Background: an optimization exercise with open tools, aiming at small area, a short achievable clock period and few clock cycles per item. Do not read the settings as production practice. In this exercise RTL edits were held to simulation tests only and were not proved equivalent to the original.

$ cat flow/run.sh
#!/bin/bash
# synth_recipe.tcl (not shown) runs the flow's synth.tcl, then flattens the netlist and writes it again
# the make line also repeats each setting of config.mk as NAME=value (left out here)
make -C /OpenROAD-flow-scripts/flow DESIGN_CONFIG=/design/flow/config.mk WORK_HOME=/design/flow/orfs CLKGATE_MAP_FILE= SYNTH_SCRIPT=/design/flow/synth_recipe.tcl finish
$ cat flow/config.mk
export PLATFORM = sky130hd
export DESIGN_NAME = jenc_backend
export DESIGN_NICKNAME = jenc_backend
export VERILOG_FILES = /design/flow/design.v
export SDC_FILE = /design/flow/constraint.sdc
export NUM_CORES = 4
export LEC_CHECK = 0
export ABC_AREA = 1
export CAP_MARGIN = 20
export CORE_MARGIN = 2
export CORE_UTILIZATION = 55
export CTS_CLUSTER_DIAMETER = 100
export CTS_CLUSTER_SIZE = 20
export PLACE_DENSITY = 0.7
export SETUP_SLACK_MARGIN = 4
export SLEW_MARGIN = 20
$ cat flow/constraint.sdc
create_clock -name core_clock -period 9.5 [get_ports {clk}]
set_input_delay 1.9000 -clock core_clock [delete_from_list [all_inputs] [get_ports {clk}]]
set_output_delay 1.9000 -clock core_clock [all_outputs]
set_load 0.01 [all_outputs]
$ cat flow/design.v
module huff_tables (
    input  logic        dc,
    input  logic        chroma,
    input  logic [3:0]  run,
    input  logic [3:0]  size,
    output logic [4:0]  len,
    output logic [15:0] code
);
always_comb begin
    len = 5'd0;
    code = 16'd0;
    case ({dc, chroma, size})
    6'b0_0_0000: if (&run) begin len = 5'd11; code = 16'b0000011111111001; end
        else begin len = 5'd4; code = 16'b0000000000001010; end
    6'b0_0_0001:
        case (run)
        4'd0: begin len = 5'd2; code = 16'b0000000000000000; end
        4'd1: begin len = 5'd4; code = 16'b0000000000001100; end
        4'd2: begin len = 5'd5; code = 16'b0000000000011100; end
        4'd3: begin len = 5'd6; code = 16'b0000000000111010; end
        4'd4: begin len = 5'd6; code = 16'b0000000000111011; end
        4'd5: begin len = 5'd7; code = 16'b0000000001111010; end
        4'd6: begin len = 5'd7; code = 16'b0000000001111011; end
        4'd7: begin len = 5'd8; code = 16'b0000000011111010; end
        4'd8: begin len = 5'd9; code = 16'b0000000111111000; end
        4'd9: begin len = 5'd9; code = 16'b0000000111111001; end
        4'd10: begin len = 5'd9; code = 16'b0000000111111010; end
        4'd11: begin len = 5'd10; code = 16'b0000001111111001; end
        4'd12: begin len = 5'd10; code = 16'b0000001111111010; end
        4'd13: begin len = 5'd11; code = 16'b0000011111111000; end
        4'd14: begin len = 5'd16; code = 16'b1111111111101011; end
        4'd15: begin len = 5'd16; code = 16'b1111111111110101; end
        endcase
    6'b0_0_0010:
        case (run)
        4'd0: begin len = 5'd2; code = 16'b0000000000000001; end
        4'd1: begin len = 5'd5; code = 16'b0000000000011011; end
        4'd2: begin len = 5'd8; code = 16'b0000000011111001; end
        4'd3: begin len = 5'd9; code = 16'b0000000111110111; end
        4'd4: begin len = 5'd10; code = 16'b0000001111111000; end
        4'd5: begin len = 5'd11; code = 16'b0000011111110111; end
        4'd6: begin len = 5'd12; code = 16'b0000111111110110; end
        4'd7: begin len = 5'd12; code = 16'b0000111111110111; end
        4'd8: begin len = 5'd15; code = 16'b0111111111000000; end
        4'd9: begin len = 5'd16; code = 16'b1111111110111110; end
        4'd10: begin len = 5'd16; code = 16'b1111111111000111; end
        4'd11: begin len = 5'd16; code = 16'b1111111111010000; end
        4'd12: begin len = 5'd16; code = 16'b1111111111011001; end
        4'd13: begin len = 5'd16; code = 16'b1111111111100010; end
        4'd14: begin len = 5'd16; code = 16'b1111111111101100; end
        4'd15: begin len = 5'd16; code = 16'b1111111111110110; end
        endcase
    6'b0_0_0011:
        case (run)
        4'd0: begin len = 5'd3; code = 16'b0000000000000100; end
        4'd1: begin len = 5'd7; code = 16'b0000000001111001; end
        4'd2: begin len = 5'd10; code = 16'b0000001111110111; end
        4'd3: begin len = 5'd12; code = 16'b0000111111110101; end
        4'd4: begin len = 5'd16; code = 16'b1111111110010110; end
        4'd5: begin len = 5'd16; code = 16'b1111111110011110; end
        4'd6: begin len = 5'd16; code = 16'b1111111110100110; end
        4'd7: begin len = 5'd16; code = 16'b1111111110101110; end
        4'd8: begin len = 5'd16; code = 16'b1111111110110110; end
        4'd9: begin len = 5'd16; code = 16'b1111111110111111; end
        4'd10: begin len = 5'd16; code = 16'b1111111111001000; end
        4'd11: begin len = 5'd16; code = 16'b1111111111010001; end
        4'd12: begin len = 5'd16; code = 16'b1111111111011010; end
        4'd13: begin len = 5'd16; code = 16'b1111111111100011; end
        4'd14: begin len = 5'd16; code = 16'b1111111111101101; end
        4'd15: begin len = 5'd16; code = 16'b1111111111110111; end
        endcase
    6'b0_0_0100:
        case (run)
        4'd0: begin len = 5'd4; code = 16'b0000000000001011; end
        4'd1: begin len = 5'd9; code = 16'b0000000111110110; end
        4'd2: begin len = 5'd12; code = 16'b0000111111110100; end
        4'd3: begin len = 5'd16; code = 16'b1111111110001111; end
        4'd4: begin len = 5'd16; code = 16'b1111111110010111; end
        4'd5: begin len = 5'd16; code = 16'b1111111110011111; end
        4'd6: begin len = 5'd16; code = 16'b1111111110100111; end
        4'd7: begin len = 5'd16; code = 16'b1111111110101111; end
        4'd8: begin len = 5'd16; code = 16'b1111111110110111; end
        4'd9: begin len = 5'd16; code = 16'b1111111111000000; end
        4'd10: begin len = 5'd16; code = 16'b1111111111001001; end
        4'd11: begin len = 5'd16; code = 16'b1111111111010010; end
        4'd12: begin len = 5'd16; code = 16'b1111111111011011; end
        4'd13: begin len = 5'd16; code = 16'b1111111111100100; end
        4'd14: begin len = 5'd16; code = 16'b1111111111101110; end
        4'd15: begin len = 5'd16; code = 16'b1111111111111000; end
        endcase
    6'b0_0_0101:
        case (run)
        4'd0: begin len = 5'd5; code = 16'b0000000000011010; end
        4'd1: begin len = 5'd11; code = 16'b0000011111110110; end
        4'd2: begin len = 5'd16; code = 16'b1111111110001001; end
        4'd3: begin len = 5'd16; code = 16'b1111111110010000; end
        4'd4: begin len = 5'd16; code = 16'b1111111110011000; end
        4'd5: begin len = 5'd16; code = 16'b1111111110100000; end
        4'd6: begin len = 5'd16; code = 16'b1111111110101000; end
        4'd7: begin len = 5'd16; code = 16'b1111111110110000; end
        4'd8: begin len = 5'd16; code = 16'b1111111110111000; end
        4'd9: begin len = 5'd16; code = 16'b1111111111000001; end
        4'd10: begin len = 5'd16; code = 16'b1111111111001010; end
        4'd11: begin len = 5'd16; code = 16'b1111111111010011; end
        4'd12: begin len = 5'd16; code = 16'b1111111111011100; end
        4'd13: begin len = 5'd16; code = 16'b1111111111100101; end
        4'd14: begin len = 5'd16; code = 16'b1111111111101111; end
        4'd15: begin len = 5'd16; code = 16'b1111111111111001; end
        endcase
    6'b0_0_0110:
        case (run)
        4'd0: begin len = 5'd7; code = 16'b0000000001111000; end
        4'd1: begin len = 5'd16; code = 16'b1111111110000100; end
        4'd2: begin len = 5'd16; code = 16'b1111111110001010; end
        4'd3: begin len = 5'd16; code = 16'b1111111110010001; end
        4'd4: begin len = 5'd16; code = 16'b1111111110011001; end
        4'd5: begin len = 5'd16; code = 16'b1111111110100001; end
        4'd6: begin len = 5'd16; code = 16'b1111111110101001; end
        4'd7: begin len = 5'd16; code = 16'b1111111110110001; end
        4'd8: begin len = 5'd16; code = 16'b1111111110111001; end
        4'd9: begin len = 5'd16; code = 16'b1111111111000010; end
        4'd10: begin len = 5'd16; code = 16'b1111111111001011; end
        4'd11: begin len = 5'd16; code = 16'b1111111111010100; end
        4'd12: begin len = 5'd16; code = 16'b1111111111011101; end
        4'd13: begin len = 5'd16; code = 16'b1111111111100110; end
        4'd14: begin len = 5'd16; code = 16'b1111111111110000; end
        4'd15: begin len = 5'd16; code = 16'b1111111111111010; end
        endcase
    6'b0_0_0111:
        case (run)
        4'd0: begin len = 5'd8; code = 16'b0000000011111000; end
        4'd1: begin len = 5'd16; code = 16'b1111111110000101; end
        4'd2: begin len = 5'd16; code = 16'b1111111110001011; end
        4'd3: begin len = 5'd16; code = 16'b1111111110010010; end
        4'd4: begin len = 5'd16; code = 16'b1111111110011010; end
        4'd5: begin len = 5'd16; code = 16'b1111111110100010; end
        4'd6: begin len = 5'd16; code = 16'b1111111110101010; end
        4'd7: begin len = 5'd16; code = 16'b1111111110110010; end
        4'd8: begin len = 5'd16; code = 16'b1111111110111010; end
        4'd9: begin len = 5'd16; code = 16'b1111111111000011; end
        4'd10: begin len = 5'd16; code = 16'b1111111111001100; end
        4'd11: begin len = 5'd16; code = 16'b1111111111010101; end
        4'd12: begin len = 5'd16; code = 16'b1111111111011110; end
        4'd13: begin len = 5'd16; code = 16'b1111111111100111; end
        4'd14: begin len = 5'd16; code = 16'b1111111111110001; end
        4'd15: begin len = 5'd16; code = 16'b1111111111111011; end
        endcase
    6'b0_0_1000:
        case (run)
        4'd0: begin len = 5'd10; code = 16'b0000001111110110; end
        4'd1: begin len = 5'd16; code = 16'b1111111110000110; end
        4'd2: begin len = 5'd16; code = 16'b1111111110001100; end
        4'd3: begin len = 5'd16; code = 16'b1111111110010011; end
        4'd4: begin len = 5'd16; code = 16'b1111111110011011; end
        4'd5: begin len = 5'd16; code = 16'b1111111110100011; end
        4'd6: begin len = 5'd16; code = 16'b1111111110101011; end
        4'd7: begin len = 5'd16; code = 16'b1111111110110011; end
        4'd8: begin len = 5'd16; code = 16'b1111111110111011; end
        4'd9: begin len = 5'd16; code = 16'b1111111111000100; end
        4'd10: begin len = 5'd16; code = 16'b1111111111001101; end
        4'd11: begin len = 5'd16; code = 16'b1111111111010110; end
        4'd12: begin len = 5'd16; code = 16'b1111111111011111; end
        4'd13: begin len = 5'd16; code = 16'b1111111111101000; end
        4'd14: begin len = 5'd16; code = 16'b1111111111110010; end
        4'd15: begin len = 5'd16; code = 16'b1111111111111100; end
        endcase
    6'b0_0_1001:
        case (run)
        4'd0: begin len = 5'd16; code = 16'b1111111110000010; end
        4'd1: begin len = 5'd16; code = 16'b1111111110000111; end
        4'd2: begin len = 5'd16; code = 16'b1111111110001101; end
        4'd3: begin len = 5'd16; code = 16'b1111111110010100; end
        4'd4: begin len = 5'd16; code = 16'b1111111110011100; end
        4'd5: begin len = 5'd16; code = 16'b1111111110100100; end
        4'd6: begin len = 5'd16; code = 16'b1111111110101100; end
        4'd7: begin len = 5'd16; code = 16'b1111111110110100; end
        4'd8: begin len = 5'd16; code = 16'b1111111110111100; end
        4'd9: begin len = 5'd16; code = 16'b1111111111000101; end
        4'd10: begin len = 5'd16; code = 16'b1111111111001110; end
        4'd11: begin len = 5'd16; code = 16'b1111111111010111; end
        4'd12: begin len = 5'd16; code = 16'b1111111111100000; end
        4'd13: begin len = 5'd16; code = 16'b1111111111101001; end
        4'd14: begin len = 5'd16; code = 16'b1111111111110011; end
        4'd15: begin len = 5'd16; code = 16'b1111111111111101; end
        endcase
    6'b0_0_1010:
        case (run)
        4'd0: begin len = 5'd16; code = 16'b1111111110000011; end
        4'd1: begin len = 5'd16; code = 16'b1111111110001000; end
        4'd2: begin len = 5'd16; code = 16'b1111111110001110; end
        4'd3: begin len = 5'd16; code = 16'b1111111110010101; end
        4'd4: begin len = 5'd16; code = 16'b1111111110011101; end
        4'd5: begin len = 5'd16; code = 16'b1111111110100101; end
        4'd6: begin len = 5'd16; code = 16'b1111111110101101; end
        4'd7: begin len = 5'd16; code = 16'b1111111110110101; end
        4'd8: begin len = 5'd16; code = 16'b1111111110111101; end
        4'd9: begin len = 5'd16; code = 16'b1111111111000110; end
        4'd10: begin len = 5'd16; code = 16'b1111111111001111; end
        4'd11: begin len = 5'd16; code = 16'b1111111111011000; end
        4'd12: begin len = 5'd16; code = 16'b1111111111100001; end
        4'd13: begin len = 5'd16; code = 16'b1111111111101010; end
        4'd14: begin len = 5'd16; code = 16'b1111111111110100; end
        4'd15: begin len = 5'd16; code = 16'b1111111111111110; end
        endcase
    6'b0_1_0000: if (&run) begin len = 5'd10; code = 16'b0000001111111010; end
        else begin len = 5'd2; code = 16'b0000000000000000; end
    6'b0_1_0001:
        case (run)
        4'd0: begin len = 5'd2; code = 16'b0000000000000001; end
        4'd1: begin len = 5'd4; code = 16'b0000000000001011; end
        4'd2: begin len = 5'd5; code = 16'b0000000000011010; end
        4'd3: begin len = 5'd5; code = 16'b0000000000011011; end
        4'd4: begin len = 5'd6; code = 16'b0000000000111010; end
        4'd5: begin len = 5'd6; code = 16'b0000000000111011; end
        4'd6: begin len = 5'd7; code = 16'b0000000001111001; end
        4'd7: begin len = 5'd7; code = 16'b0000000001111010; end
        4'd8: begin len = 5'd8; code = 16'b0000000011111001; end
        4'd9: begin len = 5'd9; code = 16'b0000000111110111; end
        4'd10: begin len = 5'd9; code = 16'b0000000111111000; end
        4'd11: begin len = 5'd9; code = 16'b0000000111111001; end
        4'd12: begin len = 5'd9; code = 16'b0000000111111010; end
        4'd13: begin len = 5'd11; code = 16'b0000011111111001; end
        4'd14: begin len = 5'd14; code = 16'b0011111111100000; end
        4'd15: begin len = 5'd15; code = 16'b0111111111000011; end
        endcase
    6'b0_1_0010:
        case (run)
        4'd0: begin len = 5'd3; code = 16'b0000000000000100; end
        4'd1: begin len = 5'd6; code = 16'b0000000000111001; end
        4'd2: begin len = 5'd8; code = 16'b0000000011110111; end
        4'd3: begin len = 5'd8; code = 16'b0000000011111000; end
        4'd4: begin len = 5'd9; code = 16'b0000000111110110; end
        4'd5: begin len = 5'd10; code = 16'b0000001111111001; end
        4'd6: begin len = 5'd11; code = 16'b0000011111110111; end
        4'd7: begin len = 5'd11; code = 16'b0000011111111000; end
        4'd8: begin len = 5'd16; code = 16'b1111111110110111; end
        4'd9: begin len = 5'd16; code = 16'b1111111111000000; end
        4'd10: begin len = 5'd16; code = 16'b1111111111001001; end
        4'd11: begin len = 5'd16; code = 16'b1111111111010010; end
        4'd12: begin len = 5'd16; code = 16'b1111111111011011; end
        4'd13: begin len = 5'd16; code = 16'b1111111111100100; end
        4'd14: begin len = 5'd16; code = 16'b1111111111101101; end
        4'd15: begin len = 5'd16; code = 16'b1111111111110110; end
        endcase
    6'b0_1_0011:
        case (run)
        4'd0: begin len = 5'd4; code = 16'b0000000000001010; end
        4'd1: begin len = 5'd8; code = 16'b0000000011110110; end
        4'd2: begin len = 5'd10; code = 16'b0000001111110111; end
        4'd3: begin len = 5'd10; code = 16'b0000001111111000; end
        4'd4: begin len = 5'd16; code = 16'b1111111110010111; end
        4'd5: begin len = 5'd16; code = 16'b1111111110011111; end
        4'd6: begin len = 5'd16; code = 16'b1111111110100111; end
        4'd7: begin len = 5'd16; code = 16'b1111111110101111; end
        4'd8: begin len = 5'd16; code = 16'b1111111110111000; end
        4'd9: begin len = 5'd16; code = 16'b1111111111000001; end
        4'd10: begin len = 5'd16; code = 16'b1111111111001010; end
        4'd11: begin len = 5'd16; code = 16'b1111111111010011; end
        4'd12: begin len = 5'd16; code = 16'b1111111111011100; end
        4'd13: begin len = 5'd16; code = 16'b1111111111100101; end
        4'd14: begin len = 5'd16; code = 16'b1111111111101110; end
        4'd15: begin len = 5'd16; code = 16'b1111111111110111; end
        endcase
    6'b0_1_0100:
        case (run)
        4'd0: begin len = 5'd5; code = 16'b0000000000011000; end
        4'd1: begin len = 5'd9; code = 16'b0000000111110101; end
        4'd2: begin len = 5'd12; code = 16'b0000111111110110; end
        4'd3: begin len = 5'd12; code = 16'b0000111111110111; end
        4'd4: begin len = 5'd16; code = 16'b1111111110011000; end
        4'd5: begin len = 5'd16; code = 16'b1111111110100000; end
        4'd6: begin len = 5'd16; code = 16'b1111111110101000; end
        4'd7: begin len = 5'd16; code = 16'b1111111110110000; end
        4'd8: begin len = 5'd16; code = 16'b1111111110111001; end
        4'd9: begin len = 5'd16; code = 16'b1111111111000010; end
        4'd10: begin len = 5'd16; code = 16'b1111111111001011; end
        4'd11: begin len = 5'd16; code = 16'b1111111111010100; end
        4'd12: begin len = 5'd16; code = 16'b1111111111011101; end
        4'd13: begin len = 5'd16; code = 16'b1111111111100110; end
        4'd14: begin len = 5'd16; code = 16'b1111111111101111; end
        4'd15: begin len = 5'd16; code = 16'b1111111111111000; end
        endcase
    6'b0_1_0101:
        case (run)
        4'd0: begin len = 5'd5; code = 16'b0000000000011001; end
        4'd1: begin len = 5'd11; code = 16'b0000011111110110; end
        4'd2: begin len = 5'd15; code = 16'b0111111111000010; end
        4'd3: begin len = 5'd16; code = 16'b1111111110010001; end
        4'd4: begin len = 5'd16; code = 16'b1111111110011001; end
        4'd5: begin len = 5'd16; code = 16'b1111111110100001; end
        4'd6: begin len = 5'd16; code = 16'b1111111110101001; end
        4'd7: begin len = 5'd16; code = 16'b1111111110110001; end
        4'd8: begin len = 5'd16; code = 16'b1111111110111010; end
        4'd9: begin len = 5'd16; code = 16'b1111111111000011; end
        4'd10: begin len = 5'd16; code = 16'b1111111111001100; end
        4'd11: begin len = 5'd16; code = 16'b1111111111010101; end
        4'd12: begin len = 5'd16; code = 16'b1111111111011110; end
        4'd13: begin len = 5'd16; code = 16'b1111111111100111; end
        4'd14: begin len = 5'd16; code = 16'b1111111111110000; end
        4'd15: begin len = 5'd16; code = 16'b1111111111111001; end
        endcase
    6'b0_1_0110:
        case (run)
        4'd0: begin len = 5'd6; code = 16'b0000000000111000; end
        4'd1: begin len = 5'd12; code = 16'b0000111111110101; end
        4'd2: begin len = 5'd16; code = 16'b1111111110001100; end
        4'd3: begin len = 5'd16; code = 16'b1111111110010010; end
        4'd4: begin len = 5'd16; code = 16'b1111111110011010; end
        4'd5: begin len = 5'd16; code = 16'b1111111110100010; end
        4'd6: begin len = 5'd16; code = 16'b1111111110101010; end
        4'd7: begin len = 5'd16; code = 16'b1111111110110010; end
        4'd8: begin len = 5'd16; code = 16'b1111111110111011; end
        4'd9: begin len = 5'd16; code = 16'b1111111111000100; end
        4'd10: begin len = 5'd16; code = 16'b1111111111001101; end
        4'd11: begin len = 5'd16; code = 16'b1111111111010110; end
        4'd12: begin len = 5'd16; code = 16'b1111111111011111; end
        4'd13: begin len = 5'd16; code = 16'b1111111111101000; end
        4'd14: begin len = 5'd16; code = 16'b1111111111110001; end
        4'd15: begin len = 5'd16; code = 16'b1111111111111010; end
        endcase
    6'b0_1_0111:
        case (run)
        4'd0: begin len = 5'd7; code = 16'b0000000001111000; end
        4'd1: begin len = 5'd16; code = 16'b1111111110001000; end
        4'd2: begin len = 5'd16; code = 16'b1111111110001101; end
        4'd3: begin len = 5'd16; code = 16'b1111111110010011; end
        4'd4: begin len = 5'd16; code = 16'b1111111110011011; end
        4'd5: begin len = 5'd16; code = 16'b1111111110100011; end
        4'd6: begin len = 5'd16; code = 16'b1111111110101011; end
        4'd7: begin len = 5'd16; code = 16'b1111111110110011; end
        4'd8: begin len = 5'd16; code = 16'b1111111110111100; end
        4'd9: begin len = 5'd16; code = 16'b1111111111000101; end
        4'd10: begin len = 5'd16; code = 16'b1111111111001110; end
        4'd11: begin len = 5'd16; code = 16'b1111111111010111; end
        4'd12: begin len = 5'd16; code = 16'b1111111111100000; end
        4'd13: begin len = 5'd16; code = 16'b1111111111101001; end
        4'd14: begin len = 5'd16; code = 16'b1111111111110010; end
        4'd15: begin len = 5'd16; code = 16'b1111111111111011; end
        endcase
    6'b0_1_1000:
        case (run)
        4'd0: begin len = 5'd9; code = 16'b0000000111110100; end
        4'd1: begin len = 5'd16; code = 16'b1111111110001001; end
        4'd2: begin len = 5'd16; code = 16'b1111111110001110; end
        4'd3: begin len = 5'd16; code = 16'b1111111110010100; end
        4'd4: begin len = 5'd16; code = 16'b1111111110011100; end
        4'd5: begin len = 5'd16; code = 16'b1111111110100100; end
        4'd6: begin len = 5'd16; code = 16'b1111111110101100; end
        4'd7: begin len = 5'd16; code = 16'b1111111110110100; end
        4'd8: begin len = 5'd16; code = 16'b1111111110111101; end
        4'd9: begin len = 5'd16; code = 16'b1111111111000110; end
        4'd10: begin len = 5'd16; code = 16'b1111111111001111; end
        4'd11: begin len = 5'd16; code = 16'b1111111111011000; end
        4'd12: begin len = 5'd16; code = 16'b1111111111100001; end
        4'd13: begin len = 5'd16; code = 16'b1111111111101010; end
        4'd14: begin len = 5'd16; code = 16'b1111111111110011; end
        4'd15: begin len = 5'd16; code = 16'b1111111111111100; end
        endcase
    6'b0_1_1001:
        case (run)
        4'd0: begin len = 5'd10; code = 16'b0000001111110110; end
        4'd1: begin len = 5'd16; code = 16'b1111111110001010; end
        4'd2: begin len = 5'd16; code = 16'b1111111110001111; end
        4'd3: begin len = 5'd16; code = 16'b1111111110010101; end
        4'd4: begin len = 5'd16; code = 16'b1111111110011101; end
        4'd5: begin len = 5'd16; code = 16'b1111111110100101; end
        4'd6: begin len = 5'd16; code = 16'b1111111110101101; end
        4'd7: begin len = 5'd16; code = 16'b1111111110110101; end
        4'd8: begin len = 5'd16; code = 16'b1111111110111110; end
        4'd9: begin len = 5'd16; code = 16'b1111111111000111; end
        4'd10: begin len = 5'd16; code = 16'b1111111111010000; end
        4'd11: begin len = 5'd16; code = 16'b1111111111011001; end
        4'd12: begin len = 5'd16; code = 16'b1111111111100010; end
        4'd13: begin len = 5'd16; code = 16'b1111111111101011; end
        4'd14: begin len = 5'd16; code = 16'b1111111111110100; end
        4'd15: begin len = 5'd16; code = 16'b1111111111111101; end
        endcase
    6'b0_1_1010:
        case (run)
        4'd0: begin len = 5'd12; code = 16'b0000111111110100; end
        4'd1: begin len = 5'd16; code = 16'b1111111110001011; end
        4'd2: begin len = 5'd16; code = 16'b1111111110010000; end
        4'd3: begin len = 5'd16; code = 16'b1111111110010110; end
        4'd4: begin len = 5'd16; code = 16'b1111111110011110; end
        4'd5: begin len = 5'd16; code = 16'b1111111110100110; end
        4'd6: begin len = 5'd16; code = 16'b1111111110101110; end
        4'd7: begin len = 5'd16; code = 16'b1111111110110110; end
        4'd8: begin len = 5'd16; code = 16'b1111111110111111; end
        4'd9: begin len = 5'd16; code = 16'b1111111111001000; end
        4'd10: begin len = 5'd16; code = 16'b1111111111010001; end
        4'd11: begin len = 5'd16; code = 16'b1111111111011010; end
        4'd12: begin len = 5'd16; code = 16'b1111111111100011; end
        4'd13: begin len = 5'd16; code = 16'b1111111111101100; end
        4'd14: begin len = 5'd16; code = 16'b1111111111110101; end
        4'd15: begin len = 5'd16; code = 16'b1111111111111110; end
        endcase
    6'b1_0_0000: begin len = 5'd2; code = 16'b0000000000000000; end
    6'b1_0_0001: begin len = 5'd3; code = 16'b0000000000000010; end
    6'b1_0_0010: begin len = 5'd3; code = 16'b0000000000000011; end
    6'b1_0_0011: begin len = 5'd3; code = 16'b0000000000000100; end
    6'b1_0_0100: begin len = 5'd3; code = 16'b0000000000000101; end
    6'b1_0_0101: begin len = 5'd3; code = 16'b0000000000000110; end
    6'b1_0_0110: begin len = 5'd4; code = 16'b0000000000001110; end
    6'b1_0_0111: begin len = 5'd5; code = 16'b0000000000011110; end
    6'b1_0_1000: begin len = 5'd6; code = 16'b0000000000111110; end
    6'b1_0_1001: begin len = 5'd7; code = 16'b0000000001111110; end
    6'b1_0_1010: begin len = 5'd8; code = 16'b0000000011111110; end
    6'b1_0_1011: begin len = 5'd9; code = 16'b0000000111111110; end
    6'b1_1_0000: begin len = 5'd2; code = 16'b0000000000000000; end
    6'b1_1_0001: begin len = 5'd2; code = 16'b0000000000000001; end
    6'b1_1_0010: begin len = 5'd2; code = 16'b0000000000000010; end
    6'b1_1_0011: begin len = 5'd3; code = 16'b0000000000000110; end
    6'b1_1_0100: begin len = 5'd4; code = 16'b0000000000001110; end
    6'b1_1_0101: begin len = 5'd5; code = 16'b0000000000011110; end
    6'b1_1_0110: begin len = 5'd6; code = 16'b0000000000111110; end
    6'b1_1_0111: begin len = 5'd7; code = 16'b0000000001111110; end
    6'b1_1_1000: begin len = 5'd8; code = 16'b0000000011111110; end
    6'b1_1_1001: begin len = 5'd9; code = 16'b0000000111111110; end
    6'b1_1_1010: begin len = 5'd10; code = 16'b0000001111111110; end
    6'b1_1_1011: begin len = 5'd11; code = 16'b0000011111111110; end
    default: ;
    endcase
end
endmodule
module entropy #(
    parameter int DEPTH = 4                 
) (
    input  logic signed [10:0]  q0,
    input  logic signed [10:0]  q1,
    input  logic                q_valid,
    output logic                q_hold,
    input  logic [4:0]          q_cnt,
    input  logic [1:0]          q_chroma,
    input  logic                q_last_mcu,
    output logic [25:0]         out_chunk,      
    output logic [4:0]          out_len,        
    output logic                out_last,       
    output logic                out_valid,
    input  logic                out_take,       
    input  logic                clk,
    input  logic                resetn
);
localparam int AW = 2;                   
typedef struct packed {
    logic               last;
    logic               dc;
    logic [1:0]         chroma;
    logic [1:0]         zrl;
    logic [3:0]         run;
    logic [10:0]        val;
} entry_t;
logic [5:0]     run_r;            
logic           take;
logic           is_dc, is_end, nz0, nz1;
logic           e0, e1;
logic [5:0]     run1;
entry_t         ent0, ent1;
always_comb begin
    take   = q_valid & ~q_hold;
    is_dc  = q_cnt == 5'd0;
    is_end = &q_cnt;
    nz0    = |q0;
    nz1    = |q1;
    e0     = is_dc | nz0;
    e1     = is_end | nz1;
    run1   = e0 ? 6'd0 : run_r + 6'd1;
    ent0.last   = 1'b0;
    ent0.dc     = is_dc;
    ent0.chroma = q_chroma;
    ent0.zrl    = is_dc ? 2'd0 : run_r[5:4];
    ent0.run    = is_dc ? 4'd0 : run_r[3:0];
    ent0.val    = q0;
    ent1.last   = is_end & q_last_mcu;
    ent1.dc     = 1'b0;
    ent1.chroma = q_chroma;
    ent1.zrl    = nz1 ? run1[5:4] : 2'd0;       
    ent1.run    = nz1 ? run1[3:0] : 4'd0;
    ent1.val    = q1;
end
always_ff @(posedge clk)
    if (take)
        run_r <= nz1 ? 6'd0 : run1 + 6'd1;
logic [DEPTH-1:0][20:0] mem;      
logic [AW-1:0]  wp, rp;
logic [AW:0]    cnt, cnt_next;
logic [AW:0]    cnt_c [4];
logic [3:0]     hold_c;
logic           push1, push2;
logic           hold_next;
logic           pop;
entry_t         first;
entry_t         head;
always_comb begin
    first    = e0 ? ent0 : ent1;
    head     = mem[rp];
    push1    = take & (e0 ^ e1);
    push2    = take & e0 & e1;
    for (int j = 0; j < 4; j++) begin
        cnt_c[j]  = cnt + (AW+1)'(j) - (AW+1)'(1);
        hold_c[j] = cnt_c[j] > (AW+1)'(DEPTH - 2);
    end
    case ({push2, push1, pop})
        3'b000: begin cnt_next = cnt_c[1]; hold_next = hold_c[1]; end
        3'b001: begin cnt_next = cnt_c[0]; hold_next = hold_c[0]; end
        3'b010: begin cnt_next = cnt_c[2]; hold_next = hold_c[2]; end
        3'b011: begin cnt_next = cnt_c[1]; hold_next = hold_c[1]; end
        3'b100: begin cnt_next = cnt_c[3]; hold_next = hold_c[3]; end
        default: begin cnt_next = cnt_c[2]; hold_next = hold_c[2]; end
    endcase
end
always_ff @(posedge clk) begin
    for (int i = 0; i < DEPTH; i++) begin
        if (take & wp == AW'(i))
            mem[i] <= first;
        else if (take & wp + AW'(1) == AW'(i))
            mem[i] <= ent1;
    end
end
always_ff @(posedge clk)
    if (!resetn) begin
        wp     <= '0;
        rp     <= '0;
        cnt    <= '0;
        q_hold <= 1'b0;
    end else begin
        if (push2)
            wp <= wp + AW'(2);
        else if (push1)
            wp <= wp + AW'(1);
        rp     <= rp + AW'(pop);
        cnt    <= cnt_next;
        q_hold <= hold_next;
    end
function automatic [11:0] sub12(input logic [11:0] a, input logic [11:0] b);
    logic [6:0] lo;
    logic [5:0] hi0, hi1;
    lo  = {1'b0, a[5:0]} + {1'b0, ~b[5:0]} + 7'd1;
    hi0 = a[11:6] + ~b[11:6];
    hi1 = a[11:6] + ~b[11:6] + 6'd1;
    sub12 = {lo[6] ? hi1 : hi0, lo[5:0]};
endfunction
logic signed [10:0] pred0, pred1, pred2;    
logic [1:0]         zc;           
logic               s_valid, s_ready;
logic               s_dc, s_chroma, s_last, s_zrl, s_neg;
logic [3:0]         s_run;
logic [10:0]        s_mag;
logic               h_valid, h_zrl;
logic signed [11:0] v, vn;
logic signed [10:0] p;
logic               c_ready;
always_comb begin
    h_valid = cnt != '0;
    h_zrl   = head.zrl != zc;
    case (head.dc ? head.chroma : 2'd3)
        2'd0: p = pred0;
        2'd1: p = pred1;
        2'd2: p = pred2;
        default: p = 11'sd0;
    endcase
    v       = sub12({head.val[10], head.val}, {p[10], p});
    vn      = sub12({p[10], p}, {head.val[10], head.val});
    s_ready = ~s_valid | c_ready;
    pop     = h_valid & s_ready & ~h_zrl;
end
always_ff @(posedge clk)
    if (!resetn) begin
        s_valid <= 1'b0;
        zc      <= 2'd0;
        pred0   <= '0;
        pred1   <= '0;
        pred2   <= '0;
    end else if (s_ready) begin
        s_valid <= h_valid;
        if (h_valid) begin
            if (h_zrl)
                zc <= zc + 2'd1;
            else begin
                zc <= 2'd0;
                if (head.last) begin
                    pred0 <= '0;
                    pred1 <= '0;
                    pred2 <= '0;
                end else if (head.dc)
                    case (head.chroma)
                        2'd0: pred0 <= head.val;
                        2'd1: pred1 <= head.val;
                        default: pred2 <= head.val;
                    endcase
            end
        end
    end
always_ff @(posedge clk)
    if (s_ready & h_valid) begin
        s_dc     <= head.dc;
        s_chroma <= |head.chroma;
        s_last   <= head.last & ~h_zrl;
        s_zrl    <= h_zrl;
        s_run    <= head.run;
        s_neg    <= v[11];
        s_mag    <= h_zrl ? 11'h0 : (v[11] ? vn[10:0] : v[10:0]);
    end
function automatic [3:0] bit_length(input logic [10:0] m);
    bit_length = 0;
    for (int k = 0; k < 11; k++)
        if (m[k])
            bit_length = 4'(k + 1);
endfunction
logic [3:0]     size, a_run;
logic [10:0]    smear, amp;
logic [4:0]     code_len;
logic [15:0]    code;
always_comb begin
    size  = bit_length(s_mag);
    smear = s_mag;
    for (int k = 9; k >= 0; k--)
        smear[k] = smear[k] | smear[k+1];
    amp   = s_neg ? s_mag ^ smear : s_mag;
    a_run = s_zrl ? 4'hf : s_run;
end
huff_tables ht (
    .dc     (s_dc),
    .chroma (s_chroma),
    .run    (a_run),
    .size   (size),
    .len    (code_len),
    .code   (code)
);
always_comb c_ready = ~out_valid | out_take;
always_ff @(posedge clk)
    if (!resetn)
        out_valid <= 1'b0;
    else if (c_ready)
        out_valid <= s_valid;
always_ff @(posedge clk)
    if (c_ready & s_valid) begin
        out_chunk <= (26'(code) << size) | 26'(amp);
        out_len   <= code_len + 5'(size);
        out_last  <= s_last;
    end
endmodule
module byte_pack #(
    parameter int W = 33                    
) (
    input  logic [25:0]         chunk,          
    input  logic [4:0]          chunk_len,
    input  logic                chunk_last,
    input  logic                chunk_valid,
    output logic                chunk_take,
    output logic [31:0]         out_data,
    output logic                out_tlast,
    output logic                out_valid,
    input  logic                out_hold,
    input  logic                clk,
    input  logic                resetn
);
localparam int NW = 6;                   
logic [W-1:0]   acc;             
logic [NW-1:0]  n;               
logic           flush;           
logic           stuffp;          
logic [1:0]     k;               
logic [NW-4:0]  full;
logic           part;
logic [1:0]     avail;           
logic [15:0]    pad, tb;
logic [7:0]     b0, b1;
logic           ff0, ff1;
always_comb begin
    full  = n[NW-1:3];
    part  = flush & (n[2:0] != 3'd0);
    avail = (full >= 2) ? 2'd2 : 2'(full) + 2'(part);
    if (avail > 2'd2) avail = 2'd2;
    pad   = (flush && n < NW'(16)) ? (16'hffff >> n[3:0]) : 16'h0;
    tb    = acc[W-1 -: 16] | pad;
    b0    = tb[15:8];
    b1    = tb[7:0];
    ff0   = &b0;
    ff1   = &b1;
end
logic [1:0]     e;               
logic [1:0]     d;               
logic [7:0]     x0, x1;
logic           stuffp_n;
logic           one;             
always_comb begin
    one = &k;
    x0 = 8'h00; x1 = 8'h00; e = 2'd0; d = 2'd0; stuffp_n = 1'b0;
    if (out_valid) begin
        stuffp_n = stuffp;
    end else if (stuffp) begin
        x0 = 8'h00;
        if (avail != 2'd0 && !one) begin
            x1 = b0; e = 2'd2; d = 2'd1; stuffp_n = ff0;
        end else begin
            e = 2'd1;
        end
    end else if (avail != 2'd0) begin
        x0 = b0;
        if (ff0 & one) begin
            e = 2'd1; d = 2'd1; stuffp_n = 1'b1;
        end else if (ff0) begin
            x1 = 8'h00; e = 2'd2; d = 2'd1;
        end else if (avail == 2'd2 && !one) begin
            x1 = b1; e = 2'd2; d = 2'd2; stuffp_n = ff1;
        end else begin
            e = 2'd1; d = 2'd1;
        end
    end
end
logic [NW-1:0]  n_d;
logic [2:0]     t;
logic           done, push, go;
logic [31:0]    word;
always_comb begin
    case (d)
        2'd0: n_d = n;
        2'd1: n_d = (n > NW'(8))  ? n - NW'(8)  : '0;
        default: n_d = (n > NW'(16)) ? n - NW'(16) : '0;
    endcase
    t     = {1'b0, k} + {1'b0, e};
    done  = flush & (n_d == '0) & ~stuffp_n;
    push  = (t >= 3'd4) | (done & (t != 3'd0));
    go    = 1'b1;
    word  = out_data;
    case (k)
        2'd0: word[31:16] = {x0, x1};
        2'd1: word[23:8]  = {x0, x1};
        2'd2: word[15:0]  = {x0, x1};
        default: word[7:0] = x0;
    endcase
    if (push & (t < 3'd4)) begin
        if (t <= 3'd1) word[23:16] = 8'hff;
        if (t <= 3'd2) word[15:8]  = 8'hff;
        if (t <= 3'd3) word[7:0]   = 8'hff;
    end
end
logic [W+7:0]   ext, ext_d, ins;
logic           fit;
logic [NW:0]    nl;
logic [NW-1:0]  n_new;
logic           fit0, fit1, dge1;
logic [NW-1:0]  nl0, nl1, nl2;
always_comb begin
    nl    = (NW+1)'(n) + (NW+1)'(chunk_len);
    fit0  = nl <= (NW+1)'(W);
    fit1  = nl <= (NW+1)'(W + 8);
    dge1  = ~out_valid & (avail != 2'd0) & ~(stuffp & one);
    nl0   = NW'(nl);
    nl1   = NW'(nl - (NW+1)'(8));
    nl2   = NW'(nl - (NW+1)'(16));
    fit   = fit0 | (dge1 & fit1);
    chunk_take = chunk_valid & ~flush & go & fit;
    ins   = (W+8)'(chunk) << (W + 8 - nl);
    ext   = {acc, 8'h0} | (chunk_take ? ins : '0);
    case (go ? d : 2'd0)
        2'd0: ext_d = ext;
        2'd1: ext_d = ext << 8;
        default: ext_d = ext << 16;
    endcase
    if (chunk_take)
        case (d)
            2'd0: n_new = nl0;
            2'd1: n_new = nl1;
            default: n_new = nl2;
        endcase
    else
        n_new = n_d;
end
always_ff @(posedge clk)
    if (!resetn) begin
        acc       <= '0;
        n         <= '0;
        flush     <= 1'b0;
        stuffp    <= 1'b0;
        k         <= 2'd0;
        out_valid <= 1'b0;
    end else begin
        if (out_valid & ~out_hold)
            out_valid <= 1'b0;
        if (go) begin
            acc    <= ext_d[W+7 -: W];
            n      <= n_new;
            stuffp <= stuffp_n;
            if (chunk_take & chunk_last)
                flush <= 1'b1;
            else if (done & (t <= 3'd4))
                flush <= 1'b0;
            if (push) begin
                out_valid <= 1'b1;
                k         <= 2'd0;
            end else
                k         <= t[1:0];
        end
    end
always_ff @(posedge clk)
    if (e != 2'd0) begin
        out_data  <= word;
        out_tlast <= done;
    end
endmodule
module jenc_backend (
    input  logic               clk,
    input  logic               resetn,
    input  logic signed [10:0] q0,
    input  logic signed [10:0] q1,
    input  logic               q_valid,
    output logic               q_hold,
    input  logic [4:0]         q_cnt,
    input  logic [1:0]         q_chroma,
    input  logic               q_last_mcu,
    output logic [31:0]        out_data,
    output logic               out_tlast,
    output logic               out_valid,
    input  logic               out_hold
);
logic [25:0]    chunk;
logic [4:0]     chunk_len;
logic           chunk_last;
logic           chunk_valid;
logic           chunk_take;
entropy entropy (
    .q0             (q0),
    .q1             (q1),
    .q_valid        (q_valid),
    .q_hold         (q_hold),
    .q_cnt          (q_cnt),
    .q_chroma       (q_chroma),
    .q_last_mcu     (q_last_mcu),
    .out_chunk      (chunk),
    .out_len        (chunk_len),
    .out_last       (chunk_last),
    .out_valid      (chunk_valid),
    .out_take       (chunk_take),
    .clk            (clk),
    .resetn         (resetn)
);
byte_pack byte_pack (
    .chunk          (chunk),
    .chunk_len      (chunk_len),
    .chunk_last     (chunk_last),
    .chunk_valid    (chunk_valid),
    .chunk_take     (chunk_take),
    .out_data       (out_data),
    .out_tlast      (out_tlast),
    .out_valid      (out_valid),
    .out_hold       (out_hold),
    .clk            (clk),
    .resetn         (resetn)
);
endmodule
==> metrics.cfg, run 1 <==
[grt]
antenna_found_initial = 0
grt_max_degree = 51
grt_usage_pct = 35.47
overflow = 0
grt_pass1_wl_mm = 108.7
grt_pass1_vias = 20154

[sta]
max_freq_mhz = 198.4
fin_worst_skew_ns = 0.04866
finalSetupViolCount = 0
rsz0062_at_grt = no
fin_setup_tns_ns = 0
hold_viol = 0
maxSlewHeadroom_pct = 29.06
fin_crit_sh_pct = 53.06
hold_slack_ns = 0.4378
fin_ws_ns = 4.459
fin_crit_ns = 5.041
worst_pin_slew_ns = 1.062
drv_slew = 0

[worst_hold_path]
min_from = entropy.s_last
hp-class = reg2reg
hold_depth = 0

[placed_design]
dp_cells = 3566
post_dp_cell_area_mm2 = 0.02172
hpwl_mm = 52.93
gp_congestion = 1.104
place_ws_ns = 3.960
numPortBuffers = 68

[worst_setup_path]
cp.depth = 29
worstReg2RegStart = entropy.rp[0]
rrSetupSlack_ns = 4.46
r2r-end = entropy.s_mag[4]
crit_family = buffers and inverters
startpoint_type = register
critPathKind = reg2reg
slowest_stage = fa_1
cpPeakStageDelay_ns = 0.47
cp-endpoint = entropy.s_mag[4]
rr_worst_depth = 29
path_buf_inv = 9
worst_ep_arrival_time_ns = 5.30
required_ns = 9.76
critPathMaxFanout = 44
endpoint_kind = register
crit_start = entropy.rp[0]

[cts]
insertion_delay_ns = 0.53
clock_sinks = 264
clockBufferDepth = 3
cts_tree = yes
cts-hold-fix-buffers = 0
cts_made_buffers = 18
cts_root_buf = clkbuf_16
clk_pin_slew_ns = 0.09
ctsHtreeMaxLevel = 1

[logic_synthesis]
async_reset_ff_share_pct = 0
postSynthCellCount = 3081
synthDistinctLibCells = 70
syn_area_mm2 = 0.02070
synth_edf_count = 175
synth_nets = 3199
synthMuxAreaShare_pct = 0.09670
synth-xor-area-share_pct = 1.269
syn_area_per_cell_um2 = 6.719
yosys.area_share.simple_pct = 34.46
ys_seq_elements = 264
synth_compound_area_share_pct = 15.49
ys_warn_count = 4
ys_seq_area_share_pct = 33.99
synth_fa_ha_area_share_pct = 5.331
synthFlopType = edfxtp_1
synth_top_family_by_area = simple AND/OR/NAND/NOR gates

[floorplan]
die_w_um = 198.0
initial_core_util_pct = 55.35
die_height_um = 198.0
core_area_mm2 = 0.03740
io_pins = 69
dieArea_mm2 = 0.03921
core.rowCount = 71

[drt]
detail-route-antenna-nets = 0
num_vias = 21953
routed_wirelength_mm = 71.09
first_pass_iters = 7
routedWlPerCell_um = 19.75
drc = 0
drtIter0Drc = 2536
viasPerCell = 6.100

[final_layout]
final_util_pct = 59.66
fin_cells = 3599
finalInstanceArea_mm2 = 0.02231
drive_gt1_share_pct = 4.372
antenna_cells = 0
n_fill_cell = 3541
nNetsFinal = 3195
syn_to_final_growth_pct = 7.772

[run_status]
outcome = finished clean

[flow_run]
maxCapViolations = 0

[final cells by class]
type                            count  area, um2  share of cell area (%)
Inverter                          382       1450                   6.500
Clock inverter                      4      57.56                  0.2580
Timing Repair Buffer               95      889.6                   3.987
Clock buffer                       27      484.2                   2.170
Tap cell                          511      639.4                   2.866
Multi-Input combinational cell   2316      11750                   52.68
Sequential cell                   264       7037                   31.54
[synthesized netlist by cell type (3+ instances only)]
master     count  area share [%]
inv_1        355             6.4
buf_1         22            0.40
clkbuf_1      73             1.3
nand2_2       13            0.39
nand2_1      751              14
clkinv_1       4           0.073
o211ai_1      20            0.73
fa_1           7            0.68
a2111oi_0      3            0.13
ha_1          77             4.7
nand4_1       52             1.6
nor2_2         9            0.27
o31ai_1        6            0.22
o21ai_0      226             5.5
nand3_4        3            0.25
a211oi_1       7            0.25
dfxtp_1       89             8.6
nor4_1         9            0.27
edfxtp_1     175              25
o221ai_1       5            0.21
nor2_1       384             7.0
o21ai_1       10            0.24
a22oi_1        6            0.22
nand2_4        9            0.49
a21oi_1      163             3.9
nor2_4         4            0.22
a221oi_1      13            0.55
o21bai_1       7            0.25
or2_2          5            0.15
nand3_1      336             8.1
nand3b_1       9            0.33
a32oi_1       14            0.59
o22ai_1       39             1.2
a31oi_1       18            0.54
and2_1         3           0.091
nor3_1        43             1.0
xnor2_1        9            0.38
inv_2         20            0.36
xor2_1        21            0.89
buf_2         22            0.53
[worst reg2reg max path: cells and delay by family, from the launching register on]
kind	cells	cell delay, ns
AND/OR/NAND/NOR	12	1.24
AO/OA/AOI/OAI	6	1.09
buffers and inverters	9	1.44
flip-flops	1	0.32
adder cells (fa/ha/maj)	2	0.70
[worst min-delay path by stage]
| stage | to | slack [ns] |
|---|---|---|
| 6_report | entropy.out_last | 0.44 |
| 3_3_place_gp | entropy.out_last | 0.41 |
| 4_1_cts | entropy.out_last | 0.44 |
| 2_1_floorplan | entropy.out_last | 0.40 |
| 5_1_grt | entropy.out_last | 0.45 |
| 3_5_place_dp | entropy.out_last | 0.42 |
[registers in the layout, indices dropped and copies added (netlist names), 2 cells and up]
signal              count
entropy.s_mag          11
entropy.out_len         5
entropy.zc              2
entropy.pred0          11
entropy.wp              2
entropy.run_r           6
byte_pack.n             6
byte_pack.k             2
byte_pack.out_data     32
entropy.pred1          11
entropy.s_run           4
byte_pack.acc          33
entropy.pred2          11
entropy.rp              2
entropy.cnt             3
entropy.out_chunk      26
entropy.mem            84
[cells by family after synthesis]
logic type	after synthesis
adder cells (fa/ha/maj)	84
AND/OR/NAND/NOR	1642
XOR/XNOR	30
buffers and inverters	501
multiplexers	2
flip-flops	264
AO/OA/AOI/OAI	558
[routing by layer]
metal	up-vias	wire length, um	GRT usage, %
met2	1332	31680	56.68
met1	10025	28070	46.08
met5	-	0	0
met4	0	4091	18.30
met3	273	7252	6.370
li1	10323	-	-
[layout by cell type (no fill, tap or decap), types with 20 or more instances in the layout]
| master | n |
|---|---|
| o22ai_1 | 39 |
| ha_1 | 77 |
| dfxtp_1 | 89 |
| o21ai_0 | 226 |
| nand2_1 | 750 |
| o211ai_1 | 20 |
| a21oi_1 | 163 |
| buf_4 | 26 |
| nand4_1 | 52 |
| nand3_1 | 336 |
| clkdlybuf4s50_1 | 68 |
| nor2_1 | 383 |
| edfxtp_1 | 175 |
| inv_1 | 354 |
| xor2_1 | 21 |
| nor3_1 | 43 |
| inv_2 | 20 |
[repair_timing]
| item | in CTS | in global routing |
|---|---|---|
| buffers inserted | 0 | 2 |
| pin swaps | 0 | 0 |
| endpoints found under the setup margin | 1 | 11 |
| gates resized for setup | 1 | 7 |
Testbench counts, summed over its fixed seeds: cycles 26,041, blocks 768.
==> inputs of run 2 (changes only) <==
--- a/flow/config.mk
+++ b/flow/config.mk
@@ -12,5 +12,5 @@
 export CTS_CLUSTER_DIAMETER = 100
 export CTS_CLUSTER_SIZE = 20
 export PLACE_DENSITY = 0.7
-export SETUP_SLACK_MARGIN = 4
+export SETUP_SLACK_MARGIN = 5
 export SLEW_MARGIN = 20
==> run 2 against run 1 <==
  * Still clean
  * Register-to-register slack gained 0.66 ns
  * Area after synthesis did not move
  * Core utilization rose by 1.7 points
  * Critical endpoint is now entropy.s_mag[3]
  * Largest cell class unchanged
==> metrics.cfg, run 2 <==
[worst_setup_path]
crit_family = compound AO/OA/AOI/OAI gates
crit_top_cell = nor2_1
cpPeakStageDelay_ns = 0.39
path_buf_inv = 8
worst_ep_arrival_time_ns = 4.76
rrSetupSlack_ns = 5.12
required_ns = 9.88
startpoint_type = register
critPathMaxFanout = 15
slowest_stage = fa_2
critPathKind = reg2reg
endpoint_kind = register

[grt]
overflow = 0
global_route.usage.met1_pct = 46.10
grt_pass1_wl_mm = 109.7
busiest_layer = met2
grt_pass1_vias = 20330
antenna_found_initial = 1
grt_max_degree = 51
grt_usage_pct = 35.81
grtUsageMet2_pct = 57.47
use_met3_pct = 6.813

[cts]
cts_root_buf = clkbuf_16
cts_tree = yes
cts_made_buffers = 18
insertion_delay_ns = 0.53
cts-hold-fix-buffers = 0
clockBufferDepth = 3
clk_pin_slew_ns = 0.09
ctsHtreeMaxLevel = 1
clock_sinks = 264

[floorplan]
core.rowCount = 71
die_height_um = 198.0
initial_core_util_pct = 55.35
io_pins = 69
core_area_mm2 = 0.03740
die_w_um = 198.0
dieArea_mm2 = 0.03921

[sta]
drv_slew = 0
hold_viol = 0
fin_crit_ns = 4.384
fin_setup_tns_ns = 0
hold_slack_ns = 0.4390
finalSetupViolCount = 0
fin_ws_ns = 5.116
fin_crit_sh_pct = 46.15
worst_pin_slew_ns = 1.053
fin_worst_skew_ns = 0.04608
maxSlewHeadroom_pct = 29.61
max_freq_mhz = 228.1
rsz0062_at_grt = yes

[logic_synthesis]
synth_edf_count = 175
synth_area_leaders = edfxtp_1, nand2_1, dfxtp_1
synthDistinctLibCells = 70
synthFlopType = edfxtp_1
ys_seq_elements = 264
netlist.area_leader.share_pct = 25.38
async_reset_ff_share_pct = 0
ys_seq_area_share_pct = 33.99
yosysTopAreaCell = edfxtp_1
yosysMostFrequentCell = nand2_1
ys_warn_count = 4
synth_nets = 3199
syn_area_per_cell_um2 = 6.719
postSynthCellCount = 3081
syn_area_mm2 = 0.02070
synth_commonest_cells = nand2_1, nor2_1, inv_1

[final_layout]
fin_cells = 3635
top_register = entropy.mem
largestRegisters = entropy.mem (84), byte_pack.acc (33), byte_pack.out_data (32)
syn_to_final_growth_pct = 10.88
final_common_cell = nand2_1
final_util_pct = 61.38
drive_gt1_share_pct = 7.042
antenna_cells = 0
n_fill_cell = 3450
most-common-layout-cells = nand2_1, nor2_1, inv_1
nNetsFinal = 3231
largest_register_ff_count = 84

[drt]
detail-route-antenna-nets = 0
viasPerCell = 6.119
routed_wirelength_mm = 72.95
num_vias = 22241
routedWlPerCell_um = 20.07
first_pass_iters = 8
drtIter0Drc = 2707
drc = 0

[run_status]
outcome = finished clean

[placed_design]
gp_congestion = 1.104
place_ws_ns = 3.960
hpwl_mm = 52.93
dp_cells = 3566
numPortBuffers = 68

[flow_run]
maxCapViolations = 0

[worst_hold_path]
hp-class = reg2reg

==> run 2: cell counts after synthesis <==
Identical to the previous run, type by type.
==> run 2: cells by family after synthesis <==
kind of cell,after synthesis,share of synthesized area (%)
XOR/XNOR,30,1.269
AO/OA/AOI/OAI,558,15.49
AND/OR/NAND/NOR,1642,34.46
flip-flops,264,33.99
multiplexers,2,0.09670
adder cells (fa/ha/maj),84,5.331
buffers and inverters,501,9.362
==> run 2: final timing paths <==
| kind | end | startpoint | depth (start not counted) |
|---|---|---|---|
| worst min register to register | entropy.out_last | entropy.s_last | 0 |
| worst max-delay path | entropy.s_mag[3] | entropy.rp[0] | 27 |
| worst max register to register | entropy.s_mag[3] | entropy.rp[0] | 27 |
| worst min-delay path | entropy.out_last | entropy.s_last | 0 |
==> run 2: stage by stage <==
| stage | instance area, um2 |
|---|---|
| finish | 22950 |
| global route | 22950 |
| detailed placement | 21720 |
| CTS | 22480 |
| global placement | 21720 |
| floorplan | 20700 |
==> run 2: metal layers <==
| layer | vias up | share of wire (%) |
|---|---|---|
| met2 | 1409 | 45 |
| met1 | 10157 | 39 |
| li1 | 10400 | - |
| met5 | - | 0 |
| met3 | 275 | 10 |
| met4 | 0 | 5.7 |
==> run 2: repair_timing <==
action,4_1_cts,5_1_grt
setup endpoints to repair,50,194
buffers inserted,13,15
cloned,3,7
pin swaps,5,14
endpoints found under the hold margin,0,0
gates resized for setup,21,80
==> run 2: area by class of cell <==
class | count | area [um2] | area share (%)
multi-input combinational | 2319 | 12010 | 52.32
sequential | 264 | 7042 | 30.68
inverter | 382 | 1479 | 6.443
timing repair buffer | 124 | 1221 | 5.320
tap | 511 | 639.4 | 2.785
clock buffer | 27 | 484.2 | 2.109
clock inverter | 4 | 57.56 | 0.2507
timing repair inverter | 4 | 22.52 | 0.09811
==> inputs of run 3 (changes only) <==
--- a/flow/config.mk
+++ b/flow/config.mk
@@ -14,3 +14,4 @@
 export PLACE_DENSITY = 0.7
 export SETUP_SLACK_MARGIN = 5
 export SLEW_MARGIN = 20
+export TNS_END_PERCENT = 10
==> run 3 against run 2 <==
  * Still clean
  * Worst hold slack improved by 0.017 ns
  * Sequential cell count unchanged
  * Core utilization decreased by 0.31 points
==> metrics.cfg, run 3 <==
[cts]
clk_pin_slew_ns = 0.09
clockBufferDepth = 3
ctsHtreeMaxLevel = 1
cts_made_buffers = 18
clock_sinks = 264
cts_root_buf = clkbuf_16
cts_tree = yes
insertion_delay_ns = 0.53

[placed_design]
gp_congestion = 1.104
numPortBuffers = 68
post_dp_cell_area_mm2 = 0.02172
dp_cells = 3566
hpwl_mm = 52.93

[drt]
num_vias = 22323
detail-route-antenna-nets = 0
first_pass_iters = 7
viasPerCell = 6.145
drc = 0
drtIter0Drc = 2696
routedWlPerCell_um = 20.08
routed_wirelength_mm = 72.93

[logic_synthesis]
syn_area_per_cell_um2 = 6.719
synth_edf_count = 175
synth_nets = 3199
synth_area_leaders = edfxtp_1, nand2_1, dfxtp_1
syn_area_mm2 = 0.02070
ys_seq_area_share_pct = 33.99
postSynthCellCount = 3081
synth_commonest_cells = nand2_1, nor2_1, inv_1
ys_seq_elements = 264
ys_warn_count = 4
yosysMostFrequentCell = nand2_1
async_reset_ff_share_pct = 0
synthDistinctLibCells = 70
synthFlopType = edfxtp_1
yosysTopAreaCell = edfxtp_1
netlist.area_leader.share_pct = 25.38

[final_layout]
largest_register_ff_count = 84
largestRegisters = entropy.mem (84), byte_pack.acc (33), byte_pack.out_data (32)
drive_gt1_share_pct = 6.598
seqCellArea_mm2 = 0.007042
multi_input_area_mm2 = 0.01196
most-common-layout-cells = nand2_1, nor2_1, inv_1
n_fill_cell = 3474
antenna_cells = 0
top_register = entropy.mem
finalInstanceArea_mm2 = 0.02284
nNetsFinal = 3229
fin_cells = 3633
final_common_cell = nand2_1
syn_to_final_growth_pct = 10.32

[worst_setup_path]
startpoint_type = register
r2r-end = entropy.s_mag[3]
crit_top_cell = nor2_1
rrSetupSlack_ns = 5.04
crit_family = compound AO/OA/AOI/OAI gates
critPathMaxFanout = 30
critPathKind = reg2reg
cpPeakStageDelay_ns = 0.39
endpoint_kind = register
rr_worst_depth = 27
required_ns = 9.88
path_buf_inv = 8
worst_ep_arrival_time_ns = 4.83
worstReg2RegStart = entropy.rp[0]
slowest_stage = fa_2

[run_status]
outcome = finished clean

[floorplan]
initial_core_util_pct = 55.35
core.rowCount = 71
io_pins = 69
die_w_um = 198.0
core_area_mm2 = 0.03740
die_height_um = 198.0
dieArea_mm2 = 0.03921

[sta]
fin_crit_sh_pct = 46.93
worst_pin_slew_ns = 1.056
rsz0062_at_grt = yes
maxSlewHeadroom_pct = 29.42
fin_crit_ns = 4.458
drv_slew = 0
max_freq_mhz = 224.3
hold_viol = 0
finalSetupViolCount = 0
fin_setup_tns_ns = 0
fin_worst_skew_ns = 0.04674

[worst_hold_path]
hold_end = entropy.out_last
min_from = entropy.s_last
hold_depth = 0
hp-class = reg2reg

[grt]
use_met3_pct = 6.404
grt_pass1_vias = 20266
global_route.usage.met1_pct = 46.33
grt_pass1_wl_mm = 109.4
antenna_found_initial = 0
overflow = 0
grt_max_degree = 51
grtUsageMet2_pct = 57.38
busiest_layer = met2
grt_usage_pct = 35.75

[flow_run]
maxCapViolations = 0

run 3: cell counts after synthesis:
Identical to the previous run, type by type.
run 3: through the flow:
step                utilization [%]  setup slack [ns]  hold WS, ns
finish                        61.07             5.042       0.4558
floorplan                         -             5.235       0.4003
global route                  61.07             4.759       0.4604
CTS                           59.87             4.835       0.4425
global placement              58.08             4.152       0.4130
detailed placement            58.08             3.960       0.4224
run 3: layout make-up:
cell class                 instances  share of cell area, %
tap                              511                  2.800
clock buffer                      27                  2.120
timing repair buffer             121                  5.101
sequential                       264                  30.83
timing repair inverter             4                0.09861
multi-input combinational       2320                  52.36
clock inverter                     4                 0.2520
inverter                         382                  6.437
run 3: worst max-delay path by stage:
stage / endpoint / startpoint / slack, ns / cells past startpoint
2_1_floorplan: entropy.s_mag[2] / entropy.rp[1] / 5.24 / 23
4_1_cts: entropy.out_len[4] / entropy.s_mag[3] / 4.83 / 20
6_report: entropy.s_mag[3] / entropy.rp[0] / 5.04 / 27
5_1_grt: entropy.s_mag[3] / entropy.rp[0] / 4.76 / 27
3_3_place_gp: entropy.s_mag[4] / entropy.rp[0] / 4.15 / 28
3_5_place_dp: entropy.s_mag[4] / entropy.rp[0] / 3.96 / 29
run 3: what timing repair did:
action                                  CTS  global route
pin swaps                                 2            14
hold buffers                              0             0
endpoints found under the hold margin     0             0
buffers inserted                          4            22
gates resized for setup                  18            62
gates cloned                              1             9
endpoints found under the setup margin   50           195
run 3: logic make-up after synthesis:
family	count (synthesis)	synth area share, %
buffers and inverters	501	9.362
adders and majority gates	84	5.331
xor gates and xnor gates	30	1.269
DFF	264	33.99
and+or+nand+nor	1642	34.46
AOI/OAI and AO/OA	558	15.49
muxes	2	0.09670
run 3: worst register-to-register path, cell delays in order (launching register included):
cell	delay (ns)
dfxtp_4	0.35
buf_12	0.14
clkinvlp_4	0.09
buf_12	0.17
nand2_1	0.10
a32oi_2	0.23
nor2_1	0.10
inv_1	0.10
nor2_4	0.07
inv_2	0.09
nor2_1	0.06
a221oi_2	0.28
inv_1	0.09
ha_2	0.20
fa_2	0.39
o31ai_4	0.25
a21oi_1	0.09
nor2_1	0.09
nor2_1	0.06
inv_2	0.08
nand4_1	0.12
nor2_1	0.17
nand3_1	0.13
nand2_4	0.13
buf_6	0.15
mux2i_1	0.29
o21ai_0	0.13
a21oi_1	0.16
run 3: layer usage:
| metal | wire length, um | share of wire [%] | vias up |
|---|---|---|---|
| li1 | - | - | 10391 |
| met1 | 28640 | 39 | 10263 |
| met2 | 32760 | 45 | 1399 |
| met3 | 7400 | 10 | 270 |
| met4 | 4136 | 5.7 | 0 |
| met5 | 0 | 0 | - |
==> inputs of run 4 (changes only) <==
--- a/flow/config.mk
+++ b/flow/config.mk
@@ -8,10 +8,9 @@
 export ABC_AREA = 1
 export CAP_MARGIN = 20
 export CORE_MARGIN = 2
-export CORE_UTILIZATION = 55
+export CORE_UTILIZATION = 65
 export CTS_CLUSTER_DIAMETER = 100
 export CTS_CLUSTER_SIZE = 20
-export PLACE_DENSITY = 0.7
+export PLACE_DENSITY = 0.8
 export SETUP_SLACK_MARGIN = 5
 export SLEW_MARGIN = 20
-export TNS_END_PERCENT = 10
==> run 4 against run 3 <==
  * Still clean
  * Clock skew is 0.017 ns lower
  * Global-route usage is 11 points higher
  * Worst setup slack worse by 0.034 ns
  * Cell count is 2.1% lower
  * Via count is 9.2% higher
  * Critical endpoint is now entropy.mem[73]
==> metrics.cfg, run 4 <==
[run_status]
outcome = finished clean

[final_layout]
largest_register_ff_count = 84
syn_to_final_growth_pct = 11.80
fin_cells = 3555
most-common-layout-cells = nand2_1, nor2_1, inv_1
top_register = entropy.mem
drive_gt1_share_pct = 8.603
largestRegisters = entropy.mem (84), byte_pack.acc (33), byte_pack.out_data (32)
final_common_cell = nand2_1
nNetsFinal = 3256
n_fill_cell = 2368

[grt]
grt_pass1_wl_mm = 120.9
grt_max_degree = 51
grt_usage_pct = 46.40
antenna_found_initial = 5
overflow = 0
grt_pass1_vias = 22141

[worst_setup_path]
rrSetupSlack_ns = 5.05
r2r-end = byte_pack.acc[26]
slowest_stage = nor2_1
worst_ep_arrival_time_ns = 4.72
path_buf_inv = 4
endpoint_kind = register
crit_top_cell = inv_1
worstReg2RegStart = entropy.out_len[0]
startpoint_type = input port
required_ns = 9.73
rr_worst_depth = 18
cpPeakStageDelay_ns = 0.64
critPathKind = in2reg
crit_chain = clkdlybuf4s50_1 > inv_1 > nor2_1 > nand2_1 > inv_1 > nand2_1 > inv_1 > o22ai_1
crit_family = simple AND/OR/NAND/NOR gates
critPathMaxFanout = 15
cp.depth = 8

[worst_hold_path]
hold_end = entropy.out_last
min_from = entropy.s_last
hp-class = reg2reg
hold_depth = 0

[cts]
cts_made_buffers = 18
cts-hold-fix-buffers = 0
cts_root_buf = clkbuf_16
clock_sinks = 264
clk_pin_slew_ns = 0.09
cts_tree = yes
ctsHtreeMaxLevel = 1
clockBufferDepth = 3
insertion_delay_ns = 0.53

[drt]
routed_wirelength_mm = 80.89
drtIter0Drc = 4651
routedWlPerCell_um = 22.75
drc = 0
first_pass_iters = 11
viasPerCell = 6.857
num_vias = 24376
detail-route-antenna-nets = 0

[floorplan]
die_height_um = 182.5
die_w_um = 182.5
io_pins = 69
core_area_mm2 = 0.03147
initial_core_util_pct = 65.78
core.rowCount = 65
dieArea_mm2 = 0.03329

[logic_synthesis]
ys_warn_count = 4
synth_commonest_cells = nand2_1, nor2_1, inv_1
synth_nets = 3199
synth_edf_count = 175
yosysMostFrequentCell = nand2_1
synthFlopType = edfxtp_1
yosysTopAreaCell = edfxtp_1
ys_seq_elements = 264
async_reset_ff_share_pct = 0
synthDistinctLibCells = 70
postSynthCellCount = 3081
synth_area_leaders = edfxtp_1, nand2_1, dfxtp_1
syn_area_mm2 = 0.02070
ys_seq_area_share_pct = 33.99
netlist.area_leader.share_pct = 25.38
syn_area_per_cell_um2 = 6.719

[sta]
finalSetupViolCount = 0
fin_crit_ns = 4.492
maxSlewHeadroom_pct = 22.01
rsz0062_at_grt = yes
drv_slew = 0
worst_pin_slew_ns = 1.166
fin_setup_tns_ns = 0
fin_crit_sh_pct = 47.28
max_freq_mhz = 222.6
hold_viol = 0
fin_worst_skew_ns = 0.02977

[placed_design]
hpwl_mm = 53.69
numPortBuffers = 68
dp_cells = 3452
gp_congestion = 1.110

[flow_run]
maxCapViolations = 0

-- run 4: logic make-up (layout without fill, tap and decap cells) --
logic type / Yosys count / count (layout) / share of synthesized area, %
simple gates: 1642 / 1647 / 34.46
compound gates: 558 / 558 / 15.49
buf+inv: 501 / 565 / 9.362
flops: 264 / 264 / 33.99
fa+ha+maj: 84 / 84 / 5.331
xor+xnor: 30 / 30 / 1.269
mux: 2 / 2 / 0.09670
other cells: 0 / 3 / 0
-- run 4: stage by stage --
step / hold slack [ns] / util (%) / setup WS, ns / cell area [um2]
3_5_place_dp: 0.4146 / 68.46 / 3.856 / 21550
3_3_place_gp: 0.4030 / 68.46 / 4.097 / 21550
2_1_floorplan: 0.4003 / - / 5.235 / 20700
5_1_grt: 0.4396 / 73.51 / 4.883 / 23140
4_1_cts: 0.4255 / 71.29 / 5.000 / 22440
6_report: 0.4234 / 73.54 / 5.008 / 23140
-- run 4: what timing repair did --
item	4_1_cts	5_1_grt
pin swaps	9	18
cloned	7	6
endpoints found under the setup margin	144	173
gates resized for setup	37	79
setup buffers	9	45
-- run 4: layout make-up --
class / count / area, um2 / share of cell area, %
diodes: 3 / 7.507 / 0.03244
clock inverters: 3 / 41.29 / 0.1784
well taps: 402 / 503.0 / 2.173
repair inverters: 4 / 20.02 / 0.08650
inverters: 382 / 1494 / 6.455
flip-flops and latches: 264 / 7043 / 30.43
clock buffers: 29 / 513.0 / 2.216
repair buffers: 147 / 1419 / 6.130
multi-input cells: 2321 / 12100 / 52.30
-- run 4: worst max path at each step --
stage / startpoint / end
finish: q_valid / entropy.mem[73]
global route: entropy.s_mag[3] / entropy.out_len[4]
CTS: entropy.s_run[3] / entropy.out_len[4]
detailed placement: byte_pack.n[0] / byte_pack.acc[10]
global placement: entropy.rp[0] / entropy.s_mag[4]
floorplan: entropy.rp[1] / entropy.s_mag[2]
-- run 4: metal layers --
metal	vias up	global-route usage, %	wire length, um
li1	10478	-	-
met1	10914	56.92	27670
met2	2333	73.00	35490
met3	647	12.73	10980
met4	4	28.16	6717
met5	-	0	31

==> separate check: timing with driven ports <==
In the flow no input, the clock included, has a driving cell. The finished layouts below were timed again as built, in two steps. Step 1 assumes that a clkbuf_16 drives the clock port and a buf_2 every other input. Step 2, shift: input delay + t, output delay - t, t = (earliest + latest rising clock arrival at the registers) / 2. This alone moves slack from input paths to output paths. Slacks: ideal ports / drivers / drivers and shift; pairs: ideal ports / drivers.
run	t, ns	setup slack, ns	worst slew at a driven data input, ns
run 1	0.564	4.459 / 4.459 / 4.436	0.04
run 2	0.565	5.116 / 5.116 / 4.627	0.04
run 3	0.566	5.042 / 5.042 / 4.610	0.04
run 4	0.574	5.008 / 5.043 / 4.469	0.05
After both steps every run listed still meets setup and hold. For run 4, which loses most, drivers alone change the setup slack by +0.035 ns; drivers and shift together by -0.539 ns.
